Source: an optimization exercise on an open RTL-to-GDS flow (aim: small area). Production flows keep margins and buffers that such runs may drop.
Where RTL was checked, it was by simulation tests only, not by an equivalence proof against the original.
Power figures rest on the tool's default switching activity, not on a simulated workload.

Design magnitude_wrapper, start of the top module:
module magnitude_wrapper(
	input aclk,
	input aresetn,
	input s_i_data_valid,
	output reg s_o_data_ready,
	input [31:0] s_i_data,
	output reg m_o_data_valid,
	input m_i_data_ready,
	output [31:0] m_o_data
    );
export LEC_CHECK = 0
export CAP_MARGIN = 20
export CORE_MARGIN = 2
export CORE_UTILIZATION = 40
export SLEW_MARGIN = 20
export SYNTH_HIERARCHICAL = 1
export SYNTH_MINIMUM_KEEP_SIZE = 0
create_clock -name core_clock -period 10.0 [get_ports {aclk}]
standard.sh (not shown) runs the stock make flow with config.mk's settings and CLKGATE_MAP_FILE= SYNTH_SCRIPT=/design/flow/synth_recipe.tcl, a recipe that flattens the netlist after the stock synthesis.
==> flow/flow/run.sh <==
#!/bin/bash
# Standard layout, but the port buffers are the smallest plain buffer and
# the clock tree uses smaller buffers without dummy loads.
set -euo pipefail
export BUFFER_PORTS_ARGS="-buffer_cell sky130_fd_sc_hd__buf_1"
export CTS_ARGS="-sink_clustering_enable -repair_clock_nets -dont_use_dummy_load -buf_list sky130_fd_sc_hd__clkbuf_8"
bash standard.sh finish > standard_flow.log 2>&1
Then changed:
CORE_UTILIZATION = 65   (was 40)
What happened: Non-clock buffer count shrinks by 20. Clock-buffer cell count stays the same. Die area drops by 37%. Total power increases by 5.0%. Utilization increases by 27 points. Clock skew rises by 15 ps. Area after synthesis does not change. Synthesized cell count is unchanged. Worst setup slack is worse by 120 ps. Worst hold slack is better by 8.6 ps. Design area came out lower by 3.2%.
No run of this note included a check of the RTL's function; only the layout flow was run.


magnitude_wrapper, a different RTL version from the one above (not shown whole).
Size in the first run: ~110 flip-flops, roughly 7000 um^2 of cells after synthesis.
Settings: LEC_CHECK=0, CAP_MARGIN=20, CORE_MARGIN=2, CORE_UTILIZATION=40, GPL_TIMING_DRIVEN=0, SLEW_MARGIN=20, SYNTH_HIERARCHICAL=1, SYNTH_MINIMUM_KEEP_SIZE=0; clock period 10.0 ns.
Scripts as last shown in full above: flow/flow/run.sh
The baseline went through all stages and came out clean.
Edit:
- CORE_UTILIZATION: 40 -> 65
- GPL_TIMING_DRIVEN: 0 -> unset
Global-route usage went up by 11 points.
Non-clock buffer count goes down by 3.
Area after synthesis is unchanged.
Sequential cell count is unchanged.
Register-to-register slack is better by 0.21 ns.
Power climbs slightly.
Clock skew rose by 0.0051 ns.
Critical path depth stays the same.
Clock-buffer cell count does not change.
Via count is higher slightly.
No functional check of the RTL was part of any run of this note.


Setup of run 1:
magnitude_wrapper, a different RTL version from the one above (not shown whole).
For scale: roughly 570 cells after synthesis, about 110 flip-flops, about 7100 µm² of cells after synthesis.
clock: 10.0 ns
lec_check: 0
cap_margin: 20
core_margin: 2
core_utilization: 65
slew_margin: 20
synth_hierarchical: 1
synth_minimum_keep_size: 0
Scripts as last shown in full above: flow/flow/run.sh
Run 1 did not stop at any stage, and its layout met the timing, DRC and antenna checks.
Input changes introduced in run 2 (baseline for comparison: run 1):
Settings: a change of CORE_UTILIZATION from 65 to 40.
==> flow/flow/run.sh <==
#!/bin/bash
# Standard layout, but the port buffers are the smallest plain buffer and
# the clock tree uses smaller buffers without dummy loads.
set -euo pipefail
export BUFFER_PORTS_ARGS="-buffer_cell sky130_fd_sc_hd__buf_1"
export CTS_ARGS="-sink_clustering_enable -repair_clock_nets -dont_use_dummy_load -root_buf sky130_fd_sc_hd__clkbuf_8 -buf_list sky130_fd_sc_hd__clkbuf_4"
bash standard.sh finish > standard_flow.log 2>&1
[summary]
- Run 2 vs run 1 — final-layout fill cell count rose 829.
- Looking at average wire per standard cell, run 2 sits below run 1.
- Compared with run 1, run 2 shows overall die height that has gone up by more than a quarter.
- Compared with run 1, in run 2 multi-input gate share of the layout cell area decreased 0.53 points, share of layout cells above drive strength 1 decreased 0.28 points, relative area change from synthesis to final layout increased 0.97 points.
- Compared with run 1, run 2 shows a higher delay of the slowest cell on the worst path.
Input changes introduced in run 3 (baseline for comparison: run 2):
==> flow/run.sh (new file) <==
#!/bin/bash
# synth_recipe.tcl (not shown) runs the flow's synth.tcl, then flattens the netlist and writes it again
# the make line also repeats each setting of config.mk as NAME=value (left out here)
make -C /OpenROAD-flow-scripts/flow DESIGN_CONFIG=/design/flow/config.mk WORK_HOME=/design/flow/orfs CLKGATE_MAP_FILE= SYNTH_SCRIPT=/design/flow/synth_recipe.tcl finish
removed: flow/flow/run.sh
removed: flow/standard.sh
The total routed wirelength of run 3 was inferior to that of run 2. Run 3 ended with every stage complete and zero timing, DRC or antenna violations. Comparing run 2 and run 3, the lower non-clock buffer count is on run 2. Run 2 has lower switching power summed over all nets than run 3.
#### Input delta (run 4 over run 3)
==> flow/flow/run.sh (new file) <==
#!/bin/bash
# Standard layout, but the port buffers are the smallest plain buffer and
# the clock tree uses smaller buffers without dummy loads.
set -euo pipefail
export BUFFER_PORTS_ARGS="-buffer_cell sky130_fd_sc_hd__buf_1"
export CTS_ARGS="-sink_clustering_enable -repair_clock_nets -dont_use_dummy_load -root_buf sky130_fd_sc_hd__clkbuf_8 -tree_buf sky130_fd_sc_hd__clkbuf_4 -sink_clustering_buffer sky130_fd_sc_hd__clkbuf_4 -buf_list sky130_fd_sc_hd__clkbuf_4 -sink_clustering_size 12"
bash standard.sh finish > standard_flow.log 2>&1
==> flow/standard.sh (new file) <==
#!/bin/bash
# synth_recipe.tcl (not shown) runs the flow's synth.tcl, then flattens the netlist and writes it again
# the make line also repeats each setting of config.mk as NAME=value (left out here)
make -C /OpenROAD-flow-scripts/flow DESIGN_CONFIG=/design/flow/config.mk WORK_HOME=/design/flow/orfs CLKGATE_MAP_FILE= SYNTH_SCRIPT=/design/flow/synth_recipe.tcl "${@:-finish}"
removed: flow/run.sh
## What came out
- Maximum frequency: run 4 > run 3
- Measured against each other, run 4 and run 3 differ in final clock period utilization by the worst path, the higher figure coming from run 3.
- From run 3 to run 4 the numbers moved as follows: final cell count lower; combinational cell fraction of total power increased 2.8 points; fraction of power consumed by the clock network has decreased; share of the core filled with cells lost 4.0 points.
- In run 4, the clock insertion delay at the later pin of the skew report came out 20 ps above the value in run 3.
- Sequential share of layout area: lower on run 3
- Comparing run 4 and run 3, the lower minimum setup slack in the final design is on run 3.
- Relative to run 3, power in the clock group decreased by 43% in run 4.

==> port drivers added, routing unchanged <==
No port has a modelled driver above. Below, the same layouts with a new extraction and two added sets of constraints. Step 1 sets driving cells, clkbuf_16 on the clock port and buf_2 on the other inputs (assumed; they add their load-dependent delay and slew). Step 2 also shifts input and output timing later by t, the mid clock arrival at the registers, as if the neighbouring blocks saw the same clock. Three values: ideal, step 1, step 2; two values: the first two.
run	t, ns	setup slack, ns	worst setup path after step 2	latest minus earliest clock arrival (ns)	worst slew at a driven data input, ns
the first run of note 1	0.411	0.656 / 0.673 / 0.262	input to register	0.026 / 0.025	0.04
the second run of note 1	0.428	0.539 / 0.554 / 0.125	input to register	0.041 / 0.041	0.03
the first run of note 2	0.419	0.235 / 0.251 / -0.168	input to register	0.031 / 0.030	0.04
the second run of note 2	0.415	0.315 / 0.329 / -0.087	input to register	0.035 / 0.035	0.04
run 1	0.414	0.690 / 0.703 / 0.288	input to register	0.032 / 0.031	0.04
run 2	0.408	0.688 / 0.700 / 0.292	input to register	0.038 / 0.038	0.04
run 3	0.402	0.351 / 0.370 / -0.032	input to register	0.015 / 0.015	0.05
run 4	0.408	0.688 / 0.700 / 0.292	input to register	0.038 / 0.038	0.04
Met with ideal ports but missed after step 2: setup timing in the first run of note 2, the second run of note 2 and run 3. For the second run of note 1, which loses most, drivers alone change the setup slack by +0.015 ns; drivers and shift together by -0.414 ns.
